Source: an optimization exercise on an open RTL-to-GDS flow (aim: small area and few clock cycles). Production flows keep margins and buffers that such runs may drop.
Function was checked by simulation only, so behaviour that the tests miss may differ from the original.
No driver is modelled on the clock port, so clock power and skew are understated where the tree is cut down; a real chip needs a root buffer or a tree.
Power and IR drop assume default switching activity.

== run a ==
Design bus_bridge_512, start of the top module:
module bus_bridge_512 (
    input clk,
    input rst_n,
    output rsp_empty_n,
    output rsp_full_n,
    input req_write,
    input req_din,
    input rsp_read,
    input [31:0] address,
    input [31:0] size,
    input [511:0] dataout,
    output [511:0] datain,
    output writeReq,
    output [511:0] writeReq_data,
    output [31:0] writeReq_addr,
    input writeAck,
    output readReq,
    output [31:0] readReq_addr,
    input readAck,
    input [511:0] readReq_data
);
Size: about 1100 cells after synthesis, roughly 20000 um^2 of cells after synthesis.
Settings: LEC_CHECK=0, CAP_MARGIN=20, CORE_AREA=5 5 395 395, DIE_AREA=0 0 400 400, SLEW_MARGIN=20, SYNTH_MEMORY_MAX_BITS=8192; clock period 5.0 ns.
standard.sh (not shown) runs the stock make flow with config.mk's settings and CLKGATE_MAP_FILE= SYNTH_SCRIPT=/design/flow/synth_recipe.tcl, a recipe that flattens the netlist after the stock synthesis.
==> flow/flow/run.sh <==
#!/bin/bash
# Standard layout, unchanged (baseline for a custom flow).
bash standard.sh > standard.log 2>&1
Status(run a) = ERROR, stage = 3_2_place_iop
Testbench counts of run a, summed over its fixed seeds: cycles 17,662.
Changes in run b relative to run a:
Settings: changing CORE_AREA from 5 5 395 395 to 2 2 78 1458; setting CTS_BUF_LIST to sky130_fd_sc_hd__clkbuf_2 sky130_fd_sc_hd__clkbuf_4 sky130_fd_sc_hd__clkbuf_8 for the first time; changing DIE_AREA from 0 0 400 400 to 0 0 80 1460.
==> flow/flow/run.sh <==
#!/bin/bash
# Standard ORFS layout with these changes after the (unchanged) standard
# synthesis: read-data pins go on the left edge and write-data pins on the
# right edge of a tall, narrow die; ports are buffered with the smallest
# buffer; CTS inserts no dummy loads and uses small clock buffers.
set -uo pipefail
bash standard.sh synth > synth.log 2>&1 || exit 1
export PRE_IO_PLACEMENT_TCL="$PWD/flow/pins.tcl"
export BUFFER_PORTS_ARGS="-buffer_cell sky130_fd_sc_hd__buf_1"
export CTS_ARGS="-sink_clustering_enable -repair_clock_nets -dont_use_dummy_load -buf_list {sky130_fd_sc_hd__clkbuf_2 sky130_fd_sc_hd__clkbuf_4 sky130_fd_sc_hd__clkbuf_8}"
bash standard.sh finish > layout.log 2>&1 || exit 1
==> flow/flow/pins.tcl (new file) <==
# Read-data pins (in and out) on the left edge, write-data pass-through pins
# on the right edge; place_pins orders them within each edge.
set left_pins {}
set right_pins {}
for {set i 0} {$i < 512} {incr i} {
  lappend left_pins "readReq_data\[$i\]" "datain\[$i\]"
  lappend right_pins "dataout\[$i\]" "writeReq_data\[$i\]"
}
set_io_pin_constraint -pin_names $left_pins -region left:*
set_io_pin_constraint -pin_names $right_pins -region right:*
Findings:
Flow for run b halted at 5_1_grt, error code GRT-0116. Comparing run b against run a, there is no change at all in synthesized-area fraction occupied by and/or/nand/nor cells. Changes observed in run b relative to run a: number of enable flip-flop cells after synthesis closely matched the old numbers; share of synthesized flip-flops with an asynchronous set or reset now sits at about the same level; fraction of the yosys area taken by sequential cells neither gained nor lost much. Delta (run b minus run a): number of nets produced by synthesis about even; starting density of the core rose 5.0 points; number of instances in the synthesized netlist about even; vertical die dimension rose 1100 um; floorplan row count rose 392. The floorplan die width of run b falls short of that of run a by 80%. On area after synthesis, run b tracks run a almost exactly.

* * *

## T
Starting RTL as in the previous note.
export LEC_CHECK = 0
export CAP_MARGIN = 20
export CORE_AREA = 2 2 78 1538
export CTS_BUF_LIST = sky130_fd_sc_hd__clkbuf_2 sky130_fd_sc_hd__clkbuf_4 sky130_fd_sc_hd__clkbuf_8
export DIE_AREA = 0 0 80 1540
export SLEW_MARGIN = 20
export SYNTH_MEMORY_MAX_BITS = 8192
create_clock -name core_clock -period 5.0 [get_ports {clk}]
==> flow/flow/run.sh <==
#!/bin/bash
# Standard ORFS layout with these changes after the (unchanged) standard
# synthesis: pins placed by flow/pins.tcl on a tall, narrow die; ports are
# buffered with the smallest buffer; readAck's fan-out gets the buffer tree
# of flow/resize_hook.tcl; the clock tree is built by flow/cts_hook.tcl
# instead of TritonCTS.
set -uo pipefail
bash standard.sh synth > synth.log 2>&1 || exit 1
export PRE_IO_PLACEMENT_TCL="$PWD/flow/pins.tcl"
export PRE_RESIZE_TCL="$PWD/flow/resize_hook.tcl"
export PRE_CTS_TCL="$PWD/flow/cts_hook.tcl"
export BUFFER_PORTS_ARGS="-buffer_cell sky130_fd_sc_hd__buf_1"
bash standard.sh finish > layout.log 2>&1 || exit 1
==> flow/flow/cts_hook.tcl <==
# Sourced before CTS (PRE_CTS_TCL): the CTS step's call to
# clock_tree_synthesis builds the tree of tree.tcl instead of running
# TritonCTS. The root buffer, at the centre of the registers, drives 32 leaf
# buffers of about 16 registers each.
source [file join [file dirname [info script]] tree.tcl]
set ::mycts(clk_net) clk
set ::mycts(fanouts) {32}
set ::mycts(masters) {sky130_fd_sc_hd__clkbuf_16 sky130_fd_sc_hd__clkbuf_8}
rename clock_tree_synthesis orfs_clock_tree_synthesis
proc clock_tree_synthesis {args} { my_clock_tree }
Other scripts of this flow, unchanged in this note and not shown: flow/flow/pins.tcl, flow/flow/resize_hook.tcl, flow/flow/tree.tcl
T: done, clean on timing, DRC and antenna
Testbench counts of T, summed over its fixed seeds: cycles 17,662.
diff inputs: T => P
==> flow/flow/cts_hook.tcl <==
# Sourced before CTS (PRE_CTS_TCL): the CTS step's call to
# clock_tree_synthesis builds the tree of tree.tcl instead of running
# TritonCTS. The root buffer, at the centre of the registers, drives 48 leaf
# buffers of about 11 registers each.
source [file join [file dirname [info script]] tree.tcl]
set ::mycts(clk_net) clk
set ::mycts(fanouts) {48}
set ::mycts(masters) {sky130_fd_sc_hd__clkbuf_16 sky130_fd_sc_hd__clkbuf_4}
rename clock_tree_synthesis orfs_clock_tree_synthesis
proc clock_tree_synthesis {args} { my_clock_tree }
==> run summary <==
T was carried through to the last stage, and its layout satisfied the timing, DRC and antenna checks. Per the final summary, P finished and its layout is clean on timing, DRC and antenna. Compared with T, P shows a number of nets at the end of the flow that is 0.59% higher. Reported for P and T, total area of multi-input combinational cells turned out identical to the last digit. On global-route usage, P and T are basically level. The worst hold margin of P and that of T are within noise of each other. Combinational group share of total power is higher on P. Est. power | P vs T | P lower. Cmp P and T / finished layout cell area / lower: P. P: DRC violation total after the first TritonRoute iteration is 8 higher than what T reported.
In every run of this note, the design's own scripts or RTL, not TritonCTS, make the clock network.

## afterwards: timing with drivers on the ports
In the flow no input, the clock included, has a driving cell. The finished layouts below were timed again as built, in two steps.
Step 1 (the two cells are an assumption about what drives the block):
set clk [get_ports {clk}]
set_driving_cell -lib_cell sky130_fd_sc_hd__clkbuf_16 $clk
set_driving_cell -lib_cell sky130_fd_sc_hd__buf_2 [delete_from_list [all_inputs] $clk]
Step 2 times the ports against the registers' clock, not the clock port: input delays grow and output delays shrink by t, the midpoint of the rising clock arrivals with the driver on.
Three values: ideal, step 1, step 2; two values: the first two.
| run | t (ns) | setup slack, ns | hold slack, ns | latest minus earliest clock arrival (ns) | cell pins on the clock port's net |
|---|---|---|---|---|---|
| T | 0.617 | 2.371 / 2.347 / 2.217 | 0.483 / 0.483 / 0.483 | 0.016 / 0.017 | 1 |
| P | 0.621 | 2.371 / 2.347 / 2.218 | 0.484 / 0.484 / 0.484 | 0.022 / 0.023 | 1 |
After both steps every run listed still meets setup and hold. The setup slack of T, which loses most, moves by -0.024 ns with the drivers and by -0.154 ns with both steps.
